This is an optimization exercise on Yosys and OpenROAD, whose aim is small area, not a production implementation. The RTL was checked by simulation tests, not by an equivalence proof against the original design. Power figures rest on the tool's default switching activity, not on a simulated workload.

## LDST_SEQUENCER
module LDST_SEQUENCER (
    input           clock,
    input           clock_enable,
    input           reset,
    output  [15:0]  instruction_bus_address,
    input   [12:0]  instruction_bus_data,
    output  [7:0]   io_bus_address,
    output  [7:0]   io_bus_data_out,
    input   [7:0]   io_bus_data_in,
    output          io_bus_out,
    output          io_bus_in
);
Size in the first run: roughly 120 flip-flops, about 58 I/O pins, ~0.0057 mm² of cells after synthesis.
==> flow/config.mk <==
export PLATFORM = sky130hd
export DESIGN_NAME = LDST_SEQUENCER
export DESIGN_NICKNAME = LDST_SEQUENCER
export VERILOG_FILES = /design/flow/design.v
export SDC_FILE = /design/flow/constraint.sdc
export NUM_CORES = 4
export LEC_CHECK = 0
export CAP_MARGIN = 20
export CORE_MARGIN = 2
export CORE_UTILIZATION = 40
export GPL_TIMING_DRIVEN = 0
export SETUP_SLACK_MARGIN = 0.1
export SLEW_MARGIN = 20
==> flow/constraint.sdc <==
create_clock -name core_clock -period 3.5 [get_ports {clock}]
set_input_delay 0.7000 -clock core_clock [delete_from_list [all_inputs] [get_ports {clock}]]
set_output_delay 0.7000 -clock core_clock [all_outputs]
set_load 0.01 [all_outputs]
standard.sh (not shown) runs the stock make flow with config.mk's settings and CLKGATE_MAP_FILE= SYNTH_SCRIPT=/design/flow/synth_recipe.tcl, a recipe that flattens the netlist after the stock synthesis.
==> flow/flow/run.sh <==
#!/bin/bash
# Own layout flow: the standard ORFS flow, with an area-oriented synthesis
# (no full/half-adder extraction, an area-mapping ABC script), small port
# buffers and a clock tree without dummy loads. Each tool's output goes to a
# log of its own in this folder.
set -euo pipefail
W=$(pwd)
F=$W/flow

# Synthesis script: ORFS's synth.tcl with the ABC script swapped for ours.
sed -e "s|log_cmd abc {\*}\$abc_args|log_cmd abc -script $F/area.abc {*}[lrange \$abc_args 2 end]|" \
    "$FLOW_HOME/scripts/synth.tcl" > "$W/own_synth_body.tcl"
grep -q "area.abc" "$W/own_synth_body.tcl"
sed -e "s|\$::env(SCRIPTS_DIR)/synth.tcl|$W/own_synth_body.tcl|" synth_recipe.tcl > "$W/own_synth.tcl"
grep -q own_synth_body "$W/own_synth.tcl"

# standard.sh with our synthesis script and extra knobs.
# flow/knobs.txt: one extra make variable assignment per line.
EXTRA="ADDER_MAP_FILE="
while IFS= read -r line; do
  [[ -z "$line" || "$line" == \#* ]] && continue
  EXTRA="$EXTRA '$line'"
done < "$F/knobs.txt"
sed -e "s|SYNTH_SCRIPT=[^ ]*|SYNTH_SCRIPT=$W/own_synth.tcl $EXTRA|" standard.sh > "$W/own_standard.sh"
grep -q own_synth "$W/own_standard.sh"

bash "$W/own_standard.sh" finish > "$W/flow_make.log" 2>&1
==> flow/flow/area.abc <==
strash
&get -n
&dch -f
&nf -R 1000
&put
topo
stime -c
==> flow/flow/knobs.txt <==
BUFFER_PORTS_ARGS=-buffer_cell sky130_fd_sc_hd__buf_1
CTS_ARGS=-sink_clustering_enable -repair_clock_nets -dont_use_dummy_load -buf_list sky130_fd_sc_hd__clkbuf_4
Rerun with:
==> flow/flow/area.abc (replaced) <==
strash
dch -f
map -a
amap
topo
stime -c
Outcome:
- The new run went through all stages and came out clean
- design area goes up by 1.5%
- sequential power goes down by about 4%
- power goes down by about 1.5%
- routed wire length goes up by about 5.6%
- via count goes up by about 8%
Rerun with:
==> flow/flow/area.abc (replaced) <==
strash; dch -f; map -D 3000; topo; stime -c; buffer -p; upsize -D 3000; dnsize -D 3000
What happened: The changed run passed the timing, DRC and antenna checks; register-to-register slack improved by 0.23 ns; area after synthesis climbs by 4.7%; wire length climbs by 14%; total power barely changes; non-clock buffer count climbs by 15; die area climbs by 4.6%; clock-buffer cell count does not change; setup slack improved by 0.27 ns; core utilization drops by 2.6 points.
Rerun with:
==> flow/flow/area.abc (replaced) <==
strash
dch -f
amap
topo
stime -c
- GPL_TIMING_DRIVEN: 0 -> default
After rerunning: The changed run completed with no timing, DRC or antenna violations; worst hold slack gets worse by 0.032 ns; total power came out higher by 0.75%; first-iteration DRC count increases by 5.0%; fmax is lower by 7.7%; global-route usage falls by 0.39 points; non-clock buffer count rose by 13; worst setup slack degrades by 0.26 ns; synthesized area is lower by 4.2%.
Rerun with:
==> flow/flow/area.abc (replaced) <==
strash
&get -n
&dch -f
&nf -R 1000 -F 8 -A 4
&put
topo
buffer -p
upsize -D 3000
dnsize -D 3000
- GPL_TIMING_DRIVEN: default -> 0
After rerunning:
- final area falls by a few percent
- non-clock buffer count falls by 3
- utilization falls by 2.3 points
- flip-flop and latch count does not change
- worst setup slack gains 0.069 ns
- synthesized area rises by a few percent
- sequential share of layout area rises by 1.5 points
- worst hold slack gains 0.063 ns
- cell count falls by roughly a tenth
- die area rises by a few percent
- total power rises by a few percent
Rerun with:
==> flow/flow/area.abc (replaced) <==
strash; dch -f; map -D 3000; topo; stime -c; buffer -p; upsize -D 3000; dnsize -D 3000
- GPL_TIMING_DRIVEN: 0 -> default
Effect: The changed run completed with no timing, DRC or antenna violations. Power shrinks by 3.7%. Synthesized cell count grows by about 22%. Maximum frequency grows by about 11%. Final area grows by about 1.4%. Worst hold slack improves by 0.041 ns. Die area grows by about 1.3%. Final cell count grows by about 15%. Sequential cell count stays the same.

## lagoon
Another version of the RTL of LDST_SEQUENCER (not shown whole).
Size: about 120 flip-flops, ~58 I/O pins, about 5300 um^2 of cells after synthesis.
## LDST_SEQUENCER
module LDST_SEQUENCER (
    input           clock,
    input           clock_enable,
    input           reset,
    output  [15:0]  instruction_bus_address,
    input   [12:0]  instruction_bus_data,
    output  [7:0]   io_bus_address,
    output  [7:0]   io_bus_data_out,
    input   [7:0]   io_bus_data_in,
    output          io_bus_out,
    output          io_bus_in
);
Settings: LEC_CHECK=0, CAP_MARGIN=10, CORE_MARGIN=2, CORE_UTILIZATION=55, GPL_TIMING_DRIVEN=0, SETUP_SLACK_MARGIN=0.1, SLEW_MARGIN=10; clock period 3.5 ns.
==> flow/flow/run.sh <==
#!/bin/bash
# Own layout flow: the standard ORFS flow, with an area-oriented synthesis
# (no full/half-adder extraction, an area-mapping ABC script), synthesis's
# pass-through buffers removed before port buffering, small port buffers and
# a clock tree without dummy loads. Each tool's output goes to a
# log of its own in this folder.
set -euo pipefail
W=$(pwd)
F=$W/flow

# Synthesis script: ORFS's synth.tcl with the ABC script swapped for ours.
sed -e "s|log_cmd abc {\*}\$abc_args|log_cmd abc -script $F/area.abc {*}[lrange \$abc_args 2 end]|" \
    "$FLOW_HOME/scripts/synth.tcl" > "$W/own_synth_body.tcl"
grep -q "area.abc" "$W/own_synth_body.tcl"
sed -e "s|\$::env(SCRIPTS_DIR)/synth.tcl|$W/own_synth_body.tcl|" synth_recipe.tcl > "$W/own_synth.tcl"
grep -q own_synth_body "$W/own_synth.tcl"

# standard.sh with our synthesis script and extra knobs.
# flow/knobs.txt: one extra make variable assignment per line.
EXTRA="ADDER_MAP_FILE= PRE_GLOBAL_PLACE_TCL=$F/pre_gpl.tcl"
while IFS= read -r line; do
  [[ -z "$line" || "$line" == \#* ]] && continue
  EXTRA="$EXTRA '$line'"
done < "$F/knobs.txt"
sed -e "s|SYNTH_SCRIPT=[^ ]*|SYNTH_SCRIPT=$W/own_synth.tcl $EXTRA|" standard.sh > "$W/own_standard.sh"
grep -q own_synth "$W/own_standard.sh"

bash "$W/own_standard.sh" finish > "$W/flow_make.log" 2>&1
==> flow/flow/area.abc <==
strash
&get -n
&dc2
&dch -f
&nf -R 1000
&put
topo
==> flow/flow/pre_gpl.tcl <==
# Before port buffering and global placement: remove the buffers synthesis
# put on pass-through wires (instruction_bus_data[7:0] to io_bus_address),
# as the standard flow's timing-driven placement does; buffer_ports then
# gives every port its own buffer.
remove_buffers
Scripts as last shown in full above: flow/flow/knobs.txt
lagoon | stages: all done | timing, DRC, antenna: all pass
Edits applied to the flow inputs when going from lagoon to raven:
diff --git a/flow/config.mk b/flow/config.mk
--- a/flow/config.mk
+++ b/flow/config.mk
@@ -12 +12 @@
-export SETUP_SLACK_MARGIN = 0.1
+export SETUP_SLACK_MARGIN = 0.05
### Flow results
- Between lagoon and raven, the flow reports buffer count excluding the clock tree in the final layout decreasing by a few percent.
- raven against lagoon: utilization -0.62 points; placed instance count ~0 delta.
- Routed wire in raven totals less than in lagoon.
- Half-perimeter wire length after detailed placement ends up lower on raven.
- Proportion of layout cells with a drive suffix above 1: raven vs lagoon down 1.0 points
Input changes introduced in sierra (baseline for comparison: raven):
diff --git a/flow/config.mk b/flow/config.mk
--- a/flow/config.mk
+++ b/flow/config.mk
@@ -10 +10 @@
-export CORE_UTILIZATION = 55
+export CORE_UTILIZATION = 50
[summary]
Every stage of the flow completed for sierra, and the final layout passed the timing, DRC and antenna checks.
Delta(wire length of the first global-routing pass, sierra - raven) > 0
Max freq raven -> sierra: improved
[compare] base=raven new=sierra: final critical-path setup slack increased by 0.048 ns relative to the old numbers; placeable core area higher.
--- input diff sierra..indigo ---
diff --git a/flow/flow/run.sh b/flow/flow/run.sh
--- a/flow/flow/run.sh
+++ b/flow/flow/run.sh
@@ -3,3 +3,2 @@
-# (no full/half-adder extraction, an area-mapping ABC script), synthesis's
-# pass-through buffers removed before port buffering, small port buffers and
-# a clock tree without dummy loads. Each tool's output goes to a
+# (no full/half-adder extraction, an area-mapping ABC script), small port
+# buffers and a clock tree without dummy loads. Each tool's output goes to a
@@ -20 +19 @@
-EXTRA="ADDER_MAP_FILE= PRE_GLOBAL_PLACE_TCL=$F/pre_gpl.tcl"
+EXTRA="ADDER_MAP_FILE="
diff --git a/flow/config.mk b/flow/config.mk
--- a/flow/config.mk
+++ b/flow/config.mk
@@ -10 +10 @@
-export CORE_UTILIZATION = 50
+export CORE_UTILIZATION = 55
@@ -12 +12 @@
-export SETUP_SLACK_MARGIN = 0.05
+export SETUP_SLACK_MARGIN = 0.15
removed: flow/flow/pre_gpl.tcl
[summary]
Looking at leakage power total across indigo and sierra, the one that comes out higher is indigo. indigo against sierra; overall power after layout is down slightly. Die span in y in indigo is about 4.5% lower than in sierra.
The inputs of ember differ from those of indigo as listed below.
diff --git a/flow/config.mk b/flow/config.mk
--- a/flow/config.mk
+++ b/flow/config.mk
@@ -12 +12 @@
-export SETUP_SLACK_MARGIN = 0.15
+export SETUP_SLACK_MARGIN = 0.1
Results
Looking at non-clock buffer count, ember sits 11% below indigo.
From ember to indigo, critical path depth did not move at all.
Going from indigo to ember, routability-driven placement congestion ratio climbed about 1.6%; proportion of power drawn by combinational gates dropped 0.3 points; relative slew slack climbed 4.0 points.

separate check: timing with driven ports:
Ports are ideal in the flow. The routed layouts listed here were re-timed in OpenROAD. Step 1 assumes that a clkbuf_16 drives the clock port and a buf_2 every other input. Step 2 adds t to the input delays and takes it off the output delays; t is the mean of the earliest and latest rising clock arrival at the registers after step 1. Input paths then give back, and output paths get back, about the clock's delay inside the block. a / b / c = ideal / step 1 / step 2; a / b = the first two.
run | shift t [ns] | setup slack, ns | worst slew at a driven data input, ns | pins driven straight from the clock port
the first run of note 1 | 0.551 | 0.172 / 0.172 / -0.124 | 0.06 | 1
the second run of note 1 | 0.522 | 0.105 / 0.116 / -0.406 | 0.03 | 1
the third run of note 1 | 0.563 | 0.376 / 0.376 / -0.130 | 0.04 | 1
the fourth run of note 1 | 0.535 | 0.116 / 0.116 / 0.014 | 0.04 | 1
the fifth run of note 1 | 0.541 | 0.185 / 0.185 / -0.071 | 0.06 | 1
the sixth run of note 1 | 0.534 | 0.510 / 0.510 / 0.133 | 0.03 | 1
lagoon | 0.535 | 0.151 / 0.151 / -0.171 | 0.06 | 1
raven | 0.510 | 0.066 / 0.066 / -0.342 | 0.05 | 1
sierra | 0.543 | 0.114 / 0.114 / -0.216 | 0.05 | 1
indigo | 0.529 | 0.201 / 0.201 / -0.125 | 0.04 | 1
ember | 0.548 | 0.123 / 0.123 / -0.347 | 0.06 | 1
Met with ideal ports but missed after step 2: setup timing in 9 of these runs. For the second run of note 1, which loses most, drivers alone change the setup slack by +0.011 ns; drivers and shift together by -0.511 ns.
